This is an optimization exercise on Yosys and OpenROAD, whose aim is small area and a short achievable clock period, not a production implementation. Function was checked by simulation only, so behaviour that the tests miss may differ from the original. Power is estimated from default activity; no workload was simulated.

==> lagoon <==
## fp_multiplier
module fp_multiplier(input [31:0] a, input [31:0] b, output [31:0] out, input clk,
	input rst, input in_valid, output out_valid);
Settings: LEC_CHECK=0, CAP_MARGIN=20, CORE_MARGIN=2, CORE_UTILIZATION=40, CTS_BUF_LIST=sky130_fd_sc_hd__clkbuf_8, CTS_CLUSTER_DIAMETER=100, CTS_CLUSTER_SIZE=16, SLEW_MARGIN=20; clock period 2.5 ns.
run.sh (not shown) runs the stock make flow with config.mk's settings and CLKGATE_MAP_FILE= SYNTH_SCRIPT=/design/flow/synth_recipe.tcl, a recipe that flattens the netlist after the stock synthesis.
==> tundra: changes against lagoon <==
- ABC_CLOCK_PERIOD_IN_PS: unset -> 3500
==> comparison <==
In combinational power, tundra and lagoon hardly differ. In clock skew, lagoon and tundra do not differ. In critical path depth, lagoon and tundra do not differ. Sequential power is about the same in lagoon and tundra. Sequential cell count is the same in lagoon and tundra. Die area is the same in tundra and lagoon. Wire length is the same in lagoon and tundra. In worst hold slack, lagoon and tundra do not differ. In global-route usage, lagoon and tundra do not differ.
==> figures <==
quantity	lagoon	tundra
Status	timing/DRC/antenna clean	timing/DRC/antenna clean
Number of sequential cells in the layout	363	363
Reg-to-Reg Start	n490_r1	n490_r1
Clock sink count	363	363
Final Core Density	47.3%	47.3%
Hold Buf Count CTS	0	0
Commonest register cell after synthesis	sky130_fd_sc_hd__dfxtp_1	sky130_fd_sc_hd__dfxtp_1
Most common library cell in the layout ignoring fill and taps	sky130_fd_sc_hd__dfxtp_1	sky130_fd_sc_hd__dfxtp_1
Pwr Density	1040 nW/um^2	1040 nW/um^2
Crit-path max cell delay	0.58 ns	0.58 ns
Post-synthesis instance area	22,200 sq um	22,200 sq um
Sum of internal, switching and leakage power	27.0 mW	27.0 mW
Count of yosys warnings during synthesis	1	1
Data-path buffer share of cell area in the final layout	11.5%	11.5%
Post-detail-place hpwl	46,600 um	46,600 um
Die area	57,500 sq um	57,500 sq um
Number of design-rule violations left by the first detailed-router iteration	1,299	1,299
Library cell with the highest instance count after synthesis	sky130_fd_sc_hd__dfxtp_1	sky130_fd_sc_hd__dfxtp_1
Fraction of area in clock buffers and inverters	1.73%	1.73%

---

==> juniper <==
Another version of the RTL of fp_multiplier (not shown whole).
export LEC_CHECK = 0
export CAP_MARGIN = 20
export CORE_MARGIN = 2
export CORE_UTILIZATION = 40
export CTS_BUF_LIST = sky130_fd_sc_hd__clkbuf_8
export CTS_CLUSTER_DIAMETER = 100
export CTS_CLUSTER_SIZE = 16
export SETUP_SLACK_MARGIN = 0.05
export SLEW_MARGIN = 20
export SYNTH_HIERARCHICAL = 1
create_clock -name core_clock -period 2.5 [get_ports {clk}]
==> maple: changes against juniper <==
- SETUP_SLACK_MARGIN: 0.05 -> 0.075
==> notes <==
Cell area is about the same in juniper and maple.
Clock power: juniper is lower than maple (about 3%).
In maple the clock-buffer cell count is lower than in juniper, by 1.
In juniper the maximum frequency is higher than in maple, by 0.44%.
Between juniper and maple, the lower worst setup slack is in maple (gap 0.010 ns).

---

==> wip/sierra: inputs <==
Another version of the RTL of fp_multiplier (not shown whole).
make LEC_CHECK=0 CAP_MARGIN=20 CORE_MARGIN=2 CORE_UTILIZATION=40 CTS_BUF_LIST=sky130_fd_sc_hd__clkbuf_8 CTS_CLUSTER_DIAMETER=100 CTS_CLUSTER_SIZE=16 SETUP_SLACK_MARGIN=0.2 SLEW_MARGIN=20 SYNTH_HIERARCHICAL=1 finish   # period 2.5 ns
==> wip/onyx (differences from wip/sierra) <==
Settings changed: SETUP_SLACK_MARGIN 0.2 to 0.05.
==> wip/yarrow (differences from wip/sierra) <==
Settings changed: SETUP_SLACK_MARGIN 0.2 to 0.4.
==> qor summary <==
quantity                                                                  wip/onyx               wip/yarrow               wip/sierra
Count of filler cells inserted in the layout                                 4,896                    4,469                    4,769
Highest net fanout along the worst path                                          6                        8                       26
Reported sequential group power                                          0.00948 W                0.00961 W                0.00950 W
Design Area, Final                                                    0.0251 sq mm             0.0285 sq mm             0.0260 sq mm
CP Depth                                                                         7                        6                        6
Critical Path Source                                                         a0_r1                 n1305_r4                  n581_r1
Count of nets after finishing                                                2,423                    2,522                    2,438
Footprint of the multi-input gates                                    0.0134 sq mm             0.0154 sq mm             0.0141 sq mm
Critical path data required time                                           3.03 ns                  2.00 ns                  3.06 ns
Placed insts                                                                 2,701                    2,715                    2,698
Count of hold buffers inserted by post-cts repair                                0                        1                        0
PwrDens                                                               1050 mW/mm^2             1030 mW/mm^2             1040 mW/mm^2
Post-detailed-placement half-perimeter wirelength                          42.3 mm                  44.9 mm                  42.0 mm
Non-clock buffering overhead                                                 0.113                    0.142                    0.117
Worst skew pair latency                                                    0.65 ns                  0.62 ns                  0.62 ns
Critical path capture point                                                n684_r2                  out[18]                  n814_r2
Worst Reg-to-Reg Cells                                                           7                        7                        6
Proportion of layout cells with a drive suffix above 1                       0.167                    0.384                    0.233
Antenna diodes                                                                   0                        1                        2
Buffer count from post-CTS setup fixing                                          4                       59                        8
Buf+Inv Stages, Crit Path                                                        2                        4                        1
Total leakage power                                                        10.3 nW                  11.4 nW                  10.6 nW
Result of the run                                          complete, no violations  complete, no violations  complete, no violations
Power Combinational                                                       0.0141 W                 0.0169 W                 0.0148 W
Part of the total power dissipated in combinational logic                    0.535                    0.577                    0.547
R2R Path End                                                               n684_r2                  n800_r2                  n814_r2
Final Power                                                               0.0264 W                 0.0293 W                 0.0271 W

---

==> 11-24 <==
Starting RTL as in the previous note.
export LEC_CHECK = 0
export CAP_MARGIN = 20
export CORE_MARGIN = 2
export CORE_UTILIZATION = 40
export CTS_BUF_LIST = sky130_fd_sc_hd__clkbuf_8
export CTS_CLUSTER_DIAMETER = 100
export CTS_CLUSTER_SIZE = 16
export SLEW_MARGIN = 20
export SYNTH_HIERARCHICAL = 1
create_clock -name core_clock -period 2.5 [get_ports {clk}]
==> inputs of 01-01, as changes to 11-24 <==
--- a/flow/config.mk
+++ b/flow/config.mk
@@ -12,4 +12,5 @@
 export CTS_CLUSTER_DIAMETER = 100
 export CTS_CLUSTER_SIZE = 16
+export GPL_TIMING_DRIVEN = 0
 export SLEW_MARGIN = 20
 export SYNTH_HIERARCHICAL = 1
==> inputs of 11-08, as changes to 11-24 <==
--- a/flow/config.mk
+++ b/flow/config.mk
@@ -9,5 +9,5 @@
 export CORE_MARGIN = 2
 export CORE_UTILIZATION = 40
-export CTS_BUF_LIST = sky130_fd_sc_hd__clkbuf_8
+export CTS_BUF_LIST = sky130_fd_sc_hd__clkbuf_4 sky130_fd_sc_hd__clkbuf_8
 export CTS_CLUSTER_DIAMETER = 100
 export CTS_CLUSTER_SIZE = 16
==> summary.txt <==
| quantity | 11-24 | 11-08 | 01-01 |
|---|---|---|---|
| Result of the run | finished clean | finished clean | failed layout checks |
| Reasons for failing layout checks | - | - | negative setup slack |
| Global-route met1 utilization | 0.288 | 0.288 | 0.368 |
| Global-route wire length before repair | 93,300 µm | 93,300 µm | 112,000 µm |
| Reg-to-reg critical path endpoint | n844_r2 | n844_r2 | n800_r2 |
| Design internal power | 16,300 µW | 16,300 µW | 16,800 µW |
| Number of clock-tree buffers in the layout | 27 | 27 | 28 |
| Clock network power | 2740 µW | 2740 µW | 2840 µW |
| Final clock-cell share | 0.0155 | 0.0155 | 0.0164 |
| Repair and plain buffers | 266 | 266 | 307 |
| # fillers | 4,986 | 4,986 | 4,956 |
| Number of iterations in the first detailed-routing pass | 8 | 8 | 5 |
| Final setup fails | 0 | 0 | 4 |
| Worst Hold End | a9_r1 | a9_r1 | a1_r1 |
| Reg-to-reg slack, setup | 60 ps | 60 ps | -40 ps |
| Worst-case setup slack after placement | -825 ps | -825 ps | -1030 ps |
| Global-route track usage on met3 | 0.0427 | 0.0427 | 0.0383 |
| Critical path buffers and inverters | 0 | 0 | 1 |
| Crit Reg-Reg Startpoint | n236_r1 | n236_r1 | a9_r1 |
| Non-Filler Instances | 2,743 | 2,743 | 2,787 |
| Fin Setup TNS | 0 ps | 0 ps | -79.8 ps |
| Post-cts sizing count | 120 | 120 | 533 |
| Leakage Power | 0.0102 µW | 0.0102 µW | 0.0105 µW |
| Initial DRC Count | 1,797 | 1,797 | 1,149 |
| Post-route clock period utilization | 0.977 | 0.977 | 1.02 |
| Quantity of I/O buffers inserted on ports | 99 | 99 | 98 |

==> what the ideal ports hide <==
The flow's constraints put no driver on any port. The routed layouts listed below were extracted and timed again, unchanged, in two steps. Step 1: set_driving_cell puts a clkbuf_16 on clk and a buf_2 on each other input, an assumption about the parent block. Step 2 times the ports against the registers' clock, not the clock port: input delays grow and output delays shrink by t, the midpoint of the rising clock arrivals with the driver on. Slacks: ideal ports / drivers / drivers and shift; pairs: ideal ports / drivers.
run	shift t [ns]	setup slack, ns	worst setup path at the end	worst slew at a driven data input, ns
lagoon	0.704	0.053 / 0.042 / -0.587	input to register	0.06
tundra	0.704	0.053 / 0.042 / -0.587	input to register	0.06
juniper	0.702	0.100 / 0.079 / -0.517	input to register	0.05
maple	0.710	0.090 / 0.090 / -0.466	input to register	0.06
wip/sierra	0.662	0.119 / 0.078 / -0.398	input to register	0.05
wip/onyx	0.680	0.056 / 0.056 / -0.567	input to register	0.05
wip/yarrow	0.665	0.036 / -0.019 / -0.245	input to register	0.06
11-24	0.677	0.058 / 0.029 / -0.548	input to register	0.04
01-01	0.692	-0.039 / -0.039 / -0.554	input to register	0.04
11-08	0.677	0.058 / 0.029 / -0.548	input to register	0.04
With both steps, setup timing fails in 9 of these runs, where it was met with ideal ports.
